Source: an optimization exercise on an open RTL-to-GDS flow (aim: small area). Production flows keep margins and buffers that such runs may drop.
RTL that was checked went through simulation tests only; none was proved equivalent to the original.
No functional check of the RTL was part of run 1.
Power and IR drop assume default switching activity.

==> flow/design.v <==
module crosspoint
(
  input clk_,
  input dat,
  input clear,
  input [47:0] inp,
  output [47:0] outp
);
  reg [48*49-1:0] cfg;
  reg [3:0] bit_count;
  reg [6:0] hi;
  reg [5:0] res;
  wire full = (bit_count == 12);
  wire we = ~clear & full;
  wire [6:0] res49 = {1'b0, res} + 7'd49;
  wire [5:0] half = res[0] ? res49[6:1] : res[5:1];
  wire [6:0] sum = half + (dat ? 7'd39 : 7'd0);
  wire [5:0] res_next = (sum >= 7'd49) ? (sum - 7'd49) : sum[5:0];
  always @(posedge clk_) begin
    if (clear) begin
      bit_count <= 0;
      res <= 0;
    end else if (!full) begin
      hi <= {dat, hi[6:1]};
      res <= res_next;
      bit_count <= bit_count + 1;
    end
  end
  function [48*49-1:0] inverted;
    input dummy;
    integer k;
    begin
      for (k = 0; k < 48*49; k = k + 1)
        inverted[k] = (k % 49 == 0);
    end
  endfunction
  localparam [48*49-1:0] INV = inverted(1'b0);
  wire [48:0] csel;
  wire [73:0] h1, h0;
  wire [74*32-1:0] h1x, h0x;
  genvar a, i;
  generate
    for (a = 0; a < 49; a = a + 1) begin : g_c
      assign csel[a] = (res == a);
    end
    for (a = 0; a < 74; a = a + 1) begin : g_h
      assign h1[a] = we & dat & (hi == a);
      assign h0[a] = we & ~dat & (hi == a);
      assign h1x[a*32 +: 32] = {32{h1[a]}};
      assign h0x[a*32 +: 32] = {32{h0[a]}};
    end
  endgenerate
  wire [48*49-1:0] cx = {48{csel}};
  wire [48*49-1:0] w1 = h1x[48*49-1:0] & cx;
  wire [48*49-1:0] w0 = h0x[48*49-1:0] & cx;
  wire [48*49-1:0] set = (w1 & ~INV) | (w0 & INV);
  wire [48*49-1:0] rst = (w0 & ~INV) | (w1 & INV);
  always @(posedge clk_)
    cfg <= (cfg & ~rst) | set;
  generate
    for (i = 0; i < 48; i = i + 1) begin : g_o
      assign outp[i] = ~cfg[i*49] | (|(cfg[i*49+1 +: 48] & inp));
    end
  endgenerate
endmodule
==> flow/flow/run.sh <==
#!/bin/bash
# Layout with a hand-mapped netlist: run the standard synthesis (for its
# registers and protocol logic), replace the configuration array and output
# logic by gen_netlist.py's, then run the standard ORFS steps from there.
set -euo pipefail
cd "$(dirname "$0")/.."
R=orfs/results/${FLOW_PLATFORM}/crosspoint/base
bash standard.sh synth > synth_standard.log 2>&1
cp -p $R/1_2_yosys.v $R/1_2_yosys.standard.v
python3 flow/gen_netlist.py mod49 $R/1_2_yosys.standard.v $R/1_2_yosys.hand.v > gen_netlist.log 2>&1
sleep 1
cp $R/1_2_yosys.hand.v $R/1_2_yosys.v
CTS="-sink_clustering_enable -repair_clock_nets -dont_use_dummy_load"
CTS="$CTS -buf_list {sky130_fd_sc_hd__clkbuf_4 sky130_fd_sc_hd__clkbuf_8} -root_buf sky130_fd_sc_hd__clkbuf_8"
CTS="$CTS -sink_clustering_size 12 -sink_clustering_max_diameter 40"
bash standard.sh "CTS_ARGS=$CTS" "BUFFER_PORTS_ARGS=-buffer_cell sky130_fd_sc_hd__buf_1" finish > layout.log 2>&1
==> flow/flow/gen_netlist.py <==
#!/usr/bin/env python3
"""Write a hand-mapped netlist of crosspoint from its standard synthesis.

The standard netlist's registers are kept as they are (instance names, cell
types, Q nets), and so is the logic that feeds the protocol registers (all
registers but cfg[*]). The configuration array, its write decoders and the
output logic are replaced:

  bit a (cfg[a], stored inverted when a % 49 == 0):
    u = o21ai(ncol[Y], nra[X], Q);  D = o21ai(ncol[Y], nrb[X], u)
    -> D = Q when the column line is off, else (Q & nra) | ~nrb
  row i: outp[i] = ~cfg[49i] | OR_j cfg[49i+j] & inp[j-1], as 16 a222oi,
    4 nand4, a nor4 and a nand2.

usage: gen_netlist.py SCHEME STANDARD_NETLIST OUT_NETLIST
  SCHEME grid64: X = a[11:6] (group), Y = a[5:0]  (registers addr[11:0])
  SCHEME mod49:  X = a[11:5] (run),   Y = a mod 49 (registers hi[6:0], res[5:0])
"""
import re
import sys

L = "sky130_fd_sc_hd__"
NO, NS = 48, 49
NBITS = NO * NS
OUTPINS = ("X", "Y", "Q", "Q_N", "HI", "LO", "COUT", "SUM")


def parse(path):
    text = open(path).read()
    cells = []
    for m in re.finditer(r"\n\s*(" + L + r"\w+)\s+(\\\S+|\w+)\s*\((.*?)\);", text, re.S):
        cell, inst, body = m.groups()
        pins = {p: v.strip() for p, v in re.findall(r"\.(\w+)\(([^()]*?)\)", body)}
        cells.append((cell, inst, pins))
    assigns = re.findall(r"\n\s*assign\s+(.*?)\s*=\s*(.*?)\s*;", text)
    return cells, assigns


class Net:
    def __init__(self):
        self.lines = []
        self.wires = []
        self.n = 0

    def cell(self, kind, out_pin, pins, out=None, hint="n"):
        self.n += 1
        if out is None:
            out = f"{hint}_{self.n}"
            self.wires.append(out)
        conns = ", ".join(f".{p}({v})" for p, v in list(pins.items()) + [(out_pin, out)])
        self.lines.append(f"  {L}{kind} hc_{self.n} ({conns});")
        return out


def esc(name):
    return name if re.fullmatch(r"[A-Za-z_]\w*", name) else name + " "


def main():
    scheme, std, out = sys.argv[1:4]
    cells, assigns = parse(std)
    if assigns:
        raise SystemExit("the standard netlist has assign statements: %s" % assigns[:3])
    regs = {}
    drv = {}
    for c in cells:
        for p, v in c[2].items():
            if p in OUTPINS:
                drv[v] = c
        if "__df" in c[0] or "__edf" in c[0]:
            regs[c[2]["Q"]] = c
    cfgq = {}
    for q, c in regs.items():
        m = re.fullmatch(r"\\cfg\[(\d+)\]", q)
        if m:
            if c[0] != L + "dfxtp_1":
                raise SystemExit(f"{c[1]} is a {c[0]}")
            cfgq[int(m.group(1))] = c
    if sorted(cfgq) != list(range(NBITS)):
        raise SystemExit("cfg registers missing")

    # logic feeding the protocol registers, copied from the standard netlist
    keep = {}
    todo = []
    for q, c in regs.items():
        if q.startswith("\\cfg["):
            continue
        keep[c[1]] = c
        todo += [v for p, v in c[2].items() if p not in OUTPINS and p != "CLK"]
    while todo:
        v = todo.pop()
        c = drv.get(v)
        if c is None or c[1] in keep:
            continue
        if "__df" in c[0] or "__edf" in c[0]:
            continue
        keep[c[1]] = c
        todo += [w for p, w in c[2].items() if p not in OUTPINS]
    for c in keep.values():
        for v in c[2].values():
            if re.search(r"\bcfg\[", v) and not re.fullmatch(r"\\cfg\[\d+\]", v):
                raise SystemExit("unexpected net " + v)
    ctrl_nets = set()
    for c in keep.values():
        ctrl_nets.update(c[2].values())

    def q(name):
        key = "\\" + name
        if key not in regs:
            raise SystemExit(f"register {name} not in the standard netlist")
        return esc(key)

    nl = Net()
    bc = [q(f"bit_count[{k}]") for k in range(4)]
    cfg = [q(f"cfg[{a}]") for a in range(NBITS)]

    # write enables: wd = ~clear & full & dat, wn = ~clear & full & ~dat
    n32 = nl.cell("nand2_1", "Y", {"A": bc[3], "B": bc[2]})
    nfull = nl.cell("or3_1", "X", {"A": n32, "B": bc[1], "C": bc[0]})
    ndat = nl.cell("inv_1", "Y", {"A": "dat"})
    wd = nl.cell("nor3_1", "Y", {"A": "clear", "B": nfull, "C": ndat}, hint="wd")
    wn = nl.cell("nor3_1", "Y", {"A": "clear", "B": nfull, "C": "dat"}, hint="wn")

    inv_cache = {}

    def lit(net, v):
        if v:
            return net
        if net not in inv_cache:
            inv_cache[net] = nl.cell("inv_1", "Y", {"A": net}, hint="ni")
        return inv_cache[net]

    def and_hi(lits, hint):
        """active-high AND of literals [(net, value)] (value 0: net inverted)."""
        ins = [lit(nt, 1 - v) for nt, v in lits]  # nor of complements
        kind = {1: "inv_1", 2: "nor2_1", 3: "nor3_1", 4: "nor4_1"}[len(ins)]
        pins = dict(zip("ABCD", ins))
        return nl.cell(kind, "Y", pins, hint=hint)

    def nand_of(ins, hint):
        kind = {2: "nand2_1", 3: "nand3_1", 4: "nand4_1"}[len(ins)]
        return nl.cell(kind, "Y", dict(zip("ABCD", ins)), hint=hint)

    def bits(nets, val):
        return [(nets[k], (val >> k) & 1) for k in range(len(nets))]

    if scheme == "grid64":
        ad = [q(f"addr[{k}]") for k in range(12)]
        nx, ny = (NBITS + 63) // 64, 64
        xof = lambda a: a >> 6
        yof = lambda a: a & 63
        lo = [and_hi(bits(ad[0:3], v), "ylo") for v in range(8)]
        hi = [and_hi(bits(ad[3:6], v), "yhi") for v in range(8)]
        ncol = [nand_of([lo[y & 7], hi[y >> 3]], "ncol") for y in range(ny)]
        p1 = [and_hi(bits(ad[6:9], v), "xlo") for v in range(8)]
        nxh = (nx + 7) // 8
        ps = [and_hi(bits(ad[9:12], v) , "xs") for v in range(nxh)]
        # fold the write enables into the high predecode
        ps1 = [nl.cell("and2_0", "X", {"A": p, "B": wd}, hint="xs1") for p in ps]
        ps0 = [nl.cell("and2_0", "X", {"A": p, "B": wn}, hint="xs0") for p in ps]
        nset = [nand_of([p1[x & 7], ps1[x >> 3]], "nset") for x in range(nx)]
        nclr = [nand_of([p1[x & 7], ps0[x >> 3]], "nclr") for x in range(nx)]
    elif scheme == "mod49":
        hi7 = [q(f"hi[{k}]") for k in range(7)]
        res = [q(f"res[{k}]") for k in range(6)]
        nx, ny = (NBITS + 31) // 32, NS
        xof = lambda a: a >> 5
        yof = lambda a: a % NS
        lo = [and_hi(bits(res[0:3], v), "ylo") for v in range(8)]
        hi = [and_hi(bits(res[3:6], v), "yhi") for v in range(7)]
        ncol = [nand_of([lo[y & 7], hi[y >> 3]], "ncol") for y in range(ny)]
        p1 = [and_hi(bits(hi7[0:3], v), "xlo") for v in range(8)]
        p2 = [and_hi(bits(hi7[3:5], v), "xmid") for v in range(4)]
        nxh = (nx + 31) // 32
        p3 = [and_hi(bits(hi7[5:7], v), "xs") for v in range(nxh)]
        p31 = [nl.cell("and2_0", "X", {"A": p, "B": wd}, hint="xs1") for p in p3]
        p30 = [nl.cell("and2_0", "X", {"A": p, "B": wn}, hint="xs0") for p in p3]
        nset = [nand_of([p1[x & 7], p2[(x >> 3) & 3], p31[x >> 5]], "nset") for x in range(nx)]
        nclr = [nand_of([p1[x & 7], p2[(x >> 3) & 3], p30[x >> 5]], "nclr") for x in range(nx)]
    else:
        raise SystemExit("unknown scheme " + scheme)

    dnet = {}
    for a in range(NBITS):
        x, y = xof(a), yof(a)
        inverted = a % NS == 0
        nra, nrb = (nset[x], nclr[x]) if inverted else (nclr[x], nset[x])
        u = nl.cell("o21ai_0", "Y", {"A1": ncol[y], "A2": nra, "B1": cfg[a]}, hint="u")
        dnet[a] = nl.cell("o21ai_0", "Y", {"A1": ncol[y], "A2": nrb, "B1": u}, hint="d")

    for i in range(NO):
        b = [cfg[i * NS + j] for j in range(NS)]
        ys = []
        for k in range(16):
            ys.append(nl.cell("a222oi_1", "Y", {
                "A1": b[3 * k + 1], "A2": f"inp[{3 * k}]",
                "B1": b[3 * k + 2], "B2": f"inp[{3 * k + 1}]",
                "C1": b[3 * k + 3], "C2": f"inp[{3 * k + 2}]"}, hint="t"))
        hs = [nl.cell("nand4_1", "Y", dict(zip("ABCD", ys[4 * m:4 * m + 4])), hint="g") for m in range(4)]
        z = nl.cell("nor4_1", "Y", dict(zip("ABCD", hs)), hint="z")
        nl.cell("nand2_1", "Y", {"A": z, "B": b[0]}, out=f"outp[{i}]")

    ports = {"clk_", "dat", "clear"} | {f"inp[{k}]" for k in range(48)} | {f"outp[{k}]" for k in range(48)}
    wires = set()
    for c in keep.values():
        wires.update(v for v in c[2].values())
    wires.update(esc(c[2]["Q"]).strip() for c in cfgq.values())
    wires = sorted(w for w in wires if w not in ports and not re.fullmatch(r"\d+'[bh][0-9a-fA-F]+", w))
    lines = ["module crosspoint(clk_, dat, clear, inp, outp);",
             "  input clk_;", "  input dat;", "  input clear;",
             "  input [47:0] inp;", "  output [47:0] outp;"]
    lines += [f"  wire {esc(w)};" for w in wires]
    lines += [f"  wire {w};" for w in nl.wires]
    for c in keep.values():
        conns = ", ".join(f".{p}({esc(v)})" for p, v in c[2].items())
        lines.append(f"  {c[0]} {esc(c[1])} ({conns});")
    for a in range(NBITS):
        c = cfgq[a]
        lines.append(f"  {c[0]} {esc(c[1])} (.CLK(clk_), .D({dnet[a]}), .Q({cfg[a]}));")
    lines += nl.lines
    lines.append("endmodule")
    open(out, "w").write("\n".join(lines) + "\n")


main()
==> flow/standard.sh <==
#!/bin/bash
# synth_recipe.tcl (not shown) runs the flow's synth.tcl, then flattens the netlist and writes it again
# the make line also repeats each setting of config.mk as NAME=value (left out here)
make -C /OpenROAD-flow-scripts/flow DESIGN_CONFIG=/design/flow/config.mk WORK_HOME=/design/flow/orfs CLKGATE_MAP_FILE= SYNTH_SCRIPT=/design/flow/synth_recipe.tcl "${@:-finish}"
==> flow/config.mk <==
export PLATFORM = sky130hd
export DESIGN_NAME = crosspoint
export DESIGN_NICKNAME = crosspoint
export VERILOG_FILES = /design/flow/design.v
export SDC_FILE = /design/flow/constraint.sdc
export NUM_CORES = 8
export LEC_CHECK = 0
export ABC_AREA = 1
export CAP_MARGIN = 20
export CORE_MARGIN = 2
export CORE_UTILIZATION = 55
export PLACE_DENSITY = 0.65
export SLEW_MARGIN = 20
==> flow/constraint.sdc <==
create_clock -name core_clock -period 10.0 [get_ports {clk_}]
set_input_delay 2.0000 -clock core_clock [delete_from_list [all_inputs] [get_ports {clk_}]]
set_output_delay 2.0000 -clock core_clock [all_outputs]
set_load 0.01 [all_outputs]
==> out/qor.csv, run 1 <==
stage,metric,value,unit
status,outcome,no timing/DRC/antenna violations,
critical_path,register-to-register setup slack,5.81,ns
route,met2 layer wire length in the routed design,142400,um
route,Vias per Instance,7.348,
power,Worst VDD drop,0.0001387,V
route,routed wire length per instance,30.22,um
synth,yosys synthesis warning count,1,
critical_path,kind of start point of the critical path,input pin,
clock_tree,number of buffers inserted for hold repair after clock tree synthesis,0,
power,Power Dens Cells,184.3,nW/um^2
power,Clk network pwr share,35.3,%
synth,cell area after synthesis,82290,um^2
power,Flop pwr share,56.1,%
critical_path,r2r endpoint,cfg[920],
finish,Layout Cells excl Fill,11050,
finish,Synth-to-Final Area Change,11.64,%
floorplan,num rows,141,
route,highest metal layer with signal wires,met5,
route,amount of wire on met3 after detailed routing,44520,um
critical_path,Critical Path Source,inp[28],
placed_design,cell area reported after detailed placement,87280,um^2
critical_path,Critical Path End,outp[15],
floorplan,Core Box Area,148200,um^2
synth,syn_area_per_cell,9.663,um^2
clock_tree,number of buffers inserted by post-CTS setup repair,0,
power,Internal,12.32,mW
sta,final count of negative-setup-slack endpoints,0,
power,leakage power,30.61,nW
sta,maximum clock skew at final layout,0.07573,ns
critical_path,endpoint required time on the critical path,8.00,ns
placed_design,cell total after placement,10730,
sta,setup ws final,2.961,ns
grt,number of global-route vias before repair,73610,
floorplan,die area,152700,um^2
placed_design,Setup WS pre-CTS,3.145,ns
critical_path,crit-path max FO,27,
sta,accumulated negative setup slack,0,ns
clock_tree,Resized cells post-CTS,0,
sta,number of hold violations in the final report,0,
sta,number of slew-limit violations in the final report,0,
route,detailed router's first-iteration violation count,15060,
critical_path,kind of critical path,input pin to output pin,
finish,layout cell share with drive strength beyond 1,7.598,%
synth,gate count of the mapped netlist,8516,
finish,final instance area,91870,um^2
clock_tree,total number of clock tree sinks,2369,
sta,worst rel slew slack,17.68,%
power,fraction of power spent switching nets,27.28,%
route,wire length the detailed router placed on met1,125700,um
route,total wire length after detailed routing,333900,um
grt,wire length of the first global-routing pass,483400,um
placed_design,final weighted congestion of routability-driven global placement,0.8987,
critical_path,data arrival time of the critical path,5.04,ns
floorplan,effective utilization at floorplan,55.53,%
synth,"Net Count, Synth",8578,
route,Detailed Routing Iterations Pass 1,11,
route,vias post-DR,81180,
grt,pin count of the biggest net entering global routing,97,
hold_path,worst hold path type,flop to flop,
power,switching pwr,4.620,mW
clock_tree,CTS tree,yes,
floorplan,die outline width,390.8,um
sta,period utilization,70.39,%
sta,minimum clock period,7.039,ns
clock_tree,clock slew at reported path FFs,0.04,ns
clock_tree,number of clock buffers inserted by TritonCTS,304,
clock_tree,CTS max path bufs,4,
power,power share of the combinational group,8.6,%
critical_path,start of the worst register-to-register path,bit_count[2],
placed_design,number of I/O port buffers,98,
finish,Nets,9172,
floorplan,height of the chip,390.8,um
placed_design,total half-perimeter wirelength after legalization and detailed placement,194400,um
route,Routed Antenna Nets,0,
critical_path,worst-case reg-to-reg path depth,8,
clock_tree,CTS root buffer,clkbuf_8,
critical_path,endpoint kind of the worst setup timing path,output pin,
job,count of maximum capacitance violations,0,
sta,highest attainable clock frequency,0.1421,GHz
floorplan,top-level port count,99,
power,total power after layout,16.94,mW
sta,actual transition at the worst max-transition pin,1.235,ns
clock_tree,maximum level of the CTS H-tree,5,
route,DRC errors left,0,
grt,GRT Util Overall,42.21,%
grt,antenna violations before repair,13,
clock_tree,Worst-Skew Late Latency,1.03,ns
sta,setup repair after global routing missed its margin,false,
grt,total overflow reported by the global router,0,
==> placed cells by master (no fill, tap or decap), types with 9 or more instances in the layout <==
master       n
nor4_1      48
nand2_8      9
nor3_2      18
o21ai_0   4709
nand2_1    100
ha_1        10
diode_2     10
dfxtp_1   2362
buf_4      176
clkbuf_8   304
nand4_1    192
buf_6       11
nand2_4     40
clkbuf_4    48
nand3_2     57
a222oi_1   768
buf_1       50
inv_1       33
nand3_1    106
==> metrics by stage <==
| stage | hold slack (ns) | util, % |
|---|---|---|
| 5_1_grt | 0.4951 | 61.98 |
| 6_report | 0.4757 | 62.00 |
| 2_1_floorplan | 0.4480 | - |
| 4_1_cts | 0.4784 | 61.72 |
| 3_5_place_dp | 0.4675 | 58.90 |
| 3_3_place_gp | 0.4578 | 58.77 |
==> power groups by stage <==
stage                     Clock [mW]  Sequential, mW  Combinational [mW]
after floorplan                    0            9.68               0.447
after global placement             0            9.70                1.34
after detailed placement           0            9.70                1.36
after CTS                       6.01            9.49                1.36
after global routing            6.37            9.49                1.48
final                           5.98            9.49                1.46
==> worst min-delay path by stage <==
stage | from | cells after the start | to
2_1_floorplan | cfg[1002] | 2 | cfg[1002]
3_3_place_gp | cfg[1614] | 2 | cfg[1614]
3_5_place_dp | cfg[1844] | 2 | cfg[1844]
4_1_cts | cfg[27] | 2 | cfg[27]
5_1_grt | cfg[1619] | 2 | cfg[1619]
6_report | cfg[431] | 2 | cfg[431]
==> critical path, cell delays in order <==
cell and delay, ns:
clkbuf_4 0.42, buf_4 0.48, a222oi_1 0.90, nand4_1 0.28, nor4_1 0.53, nand2_1 0.20
buf_1 0.18
==> metal layers <==
metal	up-vias	track usage [%]
met5	-	0
met2	5665	63.52
li1	35350	-
met4	14	24.22
met1	38930	55.87
met3	1220	9.457
==> flip-flops by register name, summed over array words and instances (netlist names) <==
name and count:
bit_count 4, hi 7, res 6, cfg 2352
==> final cells by class <==
| type | instances | area (um^2) |
|---|---|---|
| Clock buffer | 304 | 4184 |
| Timing Repair Buffer | 290 | 2083 |
| Sequential cell | 2369 | 47500 |
| Tap cell | 1930 | 2415 |
| Inverter | 42 | 157.7 |
| Antenna cell | 10 | 25.02 |
| Multi-Input combinational cell | 6103 | 35510 |
| Fill cell | 12830 | 56320 |
==> run 2, diff against run 1 <==
==> flow/design.v (replaced) <==
module crosspoint
(
  input clk_,
  input dat,
  input clear,
  input [47:0] inp,
  output [47:0] outp
);
  reg [48*49-1:0] cfg;
  reg [3:0] bit_count;
  reg [11:0] addr;
  wire full = (bit_count == 12);
  wire we = ~clear & full;
  always @(posedge clk_) begin
    if (clear) begin
      bit_count <= 0;
    end else if (!full) begin
      addr <= {dat, addr[11:1]};
      bit_count <= bit_count + 1;
    end
  end
  function [48*49-1:0] inverted;
    input dummy;
    integer k;
    begin
      for (k = 0; k < 48*49; k = k + 1)
        inverted[k] = (k % 49 == 0);
    end
  endfunction
  localparam [48*49-1:0] INV = inverted(1'b0);
  wire [63:0] msel;
  wire [36:0] g1, g0;
  wire [37*64-1:0] g1x, g0x;
  genvar a, i;
  generate
    for (a = 0; a < 64; a = a + 1) begin : g_m
      assign msel[a] = (addr[5:0] == a);
    end
    for (a = 0; a < 37; a = a + 1) begin : g_g
      assign g1[a] = we & dat & (addr[11:6] == a);
      assign g0[a] = we & ~dat & (addr[11:6] == a);
      assign g1x[a*64 +: 64] = {64{g1[a]}};
      assign g0x[a*64 +: 64] = {64{g0[a]}};
    end
  endgenerate
  wire [37*64-1:0] w1 = g1x & {37{msel}};
  wire [37*64-1:0] w0 = g0x & {37{msel}};
  wire [48*49-1:0] set = (w1[48*49-1:0] & ~INV) | (w0[48*49-1:0] & INV);
  wire [48*49-1:0] rst = (w0[48*49-1:0] & ~INV) | (w1[48*49-1:0] & INV);
  always @(posedge clk_)
    cfg <= (cfg & ~rst) | set;
  generate
    for (i = 0; i < 48; i = i + 1) begin : g_o
      assign outp[i] = ~cfg[i*49] | (|(cfg[i*49+1 +: 48] & inp));
    end
  endgenerate
endmodule
--- a/flow/flow/run.sh
+++ b/flow/flow/run.sh
@@ -8,5 +8,5 @@
 bash standard.sh synth > synth_standard.log 2>&1
 cp -p $R/1_2_yosys.v $R/1_2_yosys.standard.v
-python3 flow/gen_netlist.py mod49 $R/1_2_yosys.standard.v $R/1_2_yosys.hand.v > gen_netlist.log 2>&1
+python3 flow/gen_netlist.py grid64 $R/1_2_yosys.standard.v $R/1_2_yosys.hand.v > gen_netlist.log 2>&1
 sleep 1
 cp $R/1_2_yosys.hand.v $R/1_2_yosys.v
==> run 2 against run 1 <==
Against the previous run: final cell count shrank 1.3%; via count is 3.7% higher; combinational power fell by 65%; sequential cell count down 1; count of clock-buffer cells in the layout down 1; design area fell by 1.2%; global-route usage rose by 7.1 points.
==> out/qor.csv, run 2 <==
stage,metric,value,unit,change
status,outcome,no timing/DRC/antenna violations,,
critical_path,crit-path max FO,26,,-3.7%
sta,minimum clock period,7.181,ns,+0.1417 ns
floorplan,num rows,141,,unchanged
route,detailed router's first-iteration violation count,18530,,+23%
finish,layout cell share with drive strength beyond 1,7.464,%,-0.13 points
sta,actual transition at the worst max-transition pin,1.293,ns,+0.05820 ns
grt,GRT Util Overall,49.26,%,+7.1 points
route,DRC errors left,0,,unchanged
sta,accumulated negative setup slack,0,ns,unchanged
finish,Synth-to-Final Area Change,11.58,%,about the same
critical_path,kind of start point of the critical path,input pin,,
placed_design,total half-perimeter wirelength after legalization and detailed placement,210700,um,+8.4%
power,Flop pwr share,59.1,%,+3.0 points
synth,yosys synthesis warning count,1,,unchanged
clock_tree,number of clock buffers inserted by TritonCTS,303,,-0.33%
route,total wire length after detailed routing,387700,um,+16%
route,routed wire length per instance,35.57,um,+18%
finish,register with the highest flop count,cfg,,
synth,cell area after synthesis,81340,um^2,-1.2%
finish,most frequent cells in the layout,"4706 x o21ai_0, 2356 x dfxtp_1, 768 x a222oi_1",,
route,Routed Antenna Nets,0,,unchanged
power,Internal,12.17,mW,-1.2%
finish,Layout Cells excl Fill,10900,,-1.3%
job,count of maximum capacitance violations,0,,unchanged
route,Vias per Instance,7.721,,+5.1%
floorplan,effective utilization at floorplan,55.22,%,-0.31 points
synth,gate count of the mapped netlist,8342,,-2.0%
sta,highest attainable clock frequency,0.1393,GHz,-2.0%
sta,final count of negative-setup-slack endpoints,0,,unchanged
grt,global routing's busiest layer,met2,,
power,Clk network pwr share,37.7,%,+2.4 points
clock_tree,number of buffers inserted for hold repair after clock tree synthesis,0,,unchanged
synth,"Net Count, Synth",8395,,-2.1%
floorplan,height of the chip,388.6,um,-0.57%
power,fraction of power spent switching nets,23.85,%,-3.4 points
finish,Nets,9005,,-1.8%
critical_path,endpoint required time on the critical path,8.00,ns,about the same
sta,period utilization,71.81,%,+1.4 points
clock_tree,CTS max path bufs,4,,unchanged
clock_tree,number of buffers inserted by post-CTS setup repair,0,,unchanged
clock_tree,total number of clock tree sinks,2368,,-0.042%
grt,GR Util met3,15.34,%,+5.9 points
clock_tree,maximum level of the CTS H-tree,5,,unchanged
finish,"commonest non-fill, non-tap cell in the layout",o21ai_0,,
sta,setup repair after global routing missed its margin,false,,
sta,maximum clock skew at final layout,0.06354,ns,-0.01219 ns
power,Power Dens Cells,176.1,nW/um^2,-4.5%
floorplan,die area,151000,um^2,-1.1%
finish,registers with the highest flip-flop counts,"cfg (2352), addr (12), bit_count (4)",,
sta,number of hold violations in the final report,0,,unchanged
finish,max FFs per register,2352,,unchanged
synth,syn_area_per_cell,9.751,um^2,+0.91%
grt,pin count of the biggest net entering global routing,75,,-23%
route,Detailed Routing Iterations Pass 1,14,,+3
power,switching pwr,3.812,mW,-17%
critical_path,kind of critical path,input pin to output pin,,
sta,number of slew-limit violations in the final report,0,,unchanged
grt,wire length of the first global-routing pass,539800,um,+12%
floorplan,Core Box Area,147300,um^2,-0.60%
power,leakage power,30.69,nW,+0.25%
placed_design,final weighted congestion of routability-driven global placement,0.9160,,+1.9%
finish,filler instances,12690,,-1.1%
placed_design,cell total after placement,10580,,-1.4%
power,power share of the combinational group,3.2,%,-5.4 points
clock_tree,CTS root buffer,clkbuf_8,,
critical_path,endpoint kind of the worst setup timing path,output pin,,
grt,total overflow reported by the global router,0,,unchanged
grt,met2 Track Usage GR,69.75,%,+6.2 points
hold_path,worst hold path type,flop to flop,,
critical_path,data arrival time of the critical path,5.18,ns,+0.14 ns
floorplan,die outline width,388.6,um,-0.57%
clock_tree,Worst-Skew Late Latency,1.01,ns,-0.02 ns
grt,GRT met1 Usage,65.56,%,+9.7 points
power,Worst VDD drop,0.0001231,V,-11%
route,vias post-DR,84150,,+3.7%
sta,worst rel slew slack,13.80,%,-3.9 points
grt,antenna violations before repair,21,,+8
grt,number of global-route vias before repair,74070,,+0.63%
placed_design,number of I/O port buffers,98,,unchanged
clock_tree,clock slew at reported path FFs,0.04,ns,about the same
floorplan,top-level port count,99,,unchanged
clock_tree,CTS tree,yes,,
clock_tree,Resized cells post-CTS,0,,unchanged
## run 2: path summary, 6_finish.rpt
path / from / endpoint / slack, ns / depth (start not counted)
setup / recovery: inp[15] / outp[1] / 2.82 / 7
hold / removal: cfg[382] / cfg[382] / 0.48 / 2
setup reg to reg: bit_count[2] / cfg[1543] / 5.87 / 8
hold reg to reg: cfg[382] / cfg[382] / 0.48 / 2
## run 2: power by group through the flow
stage	registers (mW)	clock network [mW]	logic [mW]
after global routing	9.44	6.34	0.476
after detailed placement	9.66	0	0.461
final	9.45	6.02	0.515
after global placement	9.66	0	0.459
after CTS	9.45	5.98	0.461
after floorplan	9.66	0	0.0396
## run 2: layout make-up
cell class                 count  area [um^2]  area share (%)
inverter                      17        63.81         0.07031
timing repair buffer         305         2113           2.328
tap                         1930         2415           2.661
clock buffer                 303         4170           4.595
sequential                  2368        47530           52.36
multi-input combinational   5957        34430           37.93
antenna                       19        47.55         0.05238
## run 2: through the flow
step	util [%]	hold WS [ns]	setup slack [ns]	area (um^2)	total power [mW]
after global routing	61.58	0.4951	3.178	90720	16.26
after CTS	61.56	0.4787	3.296	90680	15.88
after floorplan	-	0.4480	5.193	81340	9.697
after global placement	58.72	0.4573	3.183	86500	10.12
final	61.61	0.4796	2.819	90760	15.98
after detailed placement	58.73	0.4678	3.296	86510	10.12
## run 2: per-layer routing
metal	share of wire, %	wire (um)
met4	7.2	27870
met1	35	137600
met5	0.030	115
met2	40	155600
met3	17	66530
## run 2: worst max-delay path, stage by stage
cell and delay [ns]:
clkbuf_4 0.38, buf_4 0.46, a222oi_1 0.86, nand4_1 0.54, nor4_1 0.55, nand2_1 0.18
buf_1 0.18

==> what the ideal ports hide <==
How much do the figures lean on ideal ports? The routed layouts below were timed once more, with nothing changed but the port constraints.
Step 1: set_driving_cell puts a clkbuf_16 on clk_ and a buf_2 on each other input, an assumption about the parent block.
Step 2 times the ports against the registers' clock, not the clock port: input delays grow and output delays shrink by t, the midpoint of the rising clock arrivals with the driver on.
Three values: no drivers, after step 1, after step 2; two values: the first two.
run | t (ns) | setup WS [ns] | worst setup path at the end
run 1 | 1.081 | 2.961 / 2.936 / 2.936 | input to output
run 2 | 1.083 | 2.819 / 2.794 / 2.794 | input to output
After both steps setup and hold are still met in every run listed.
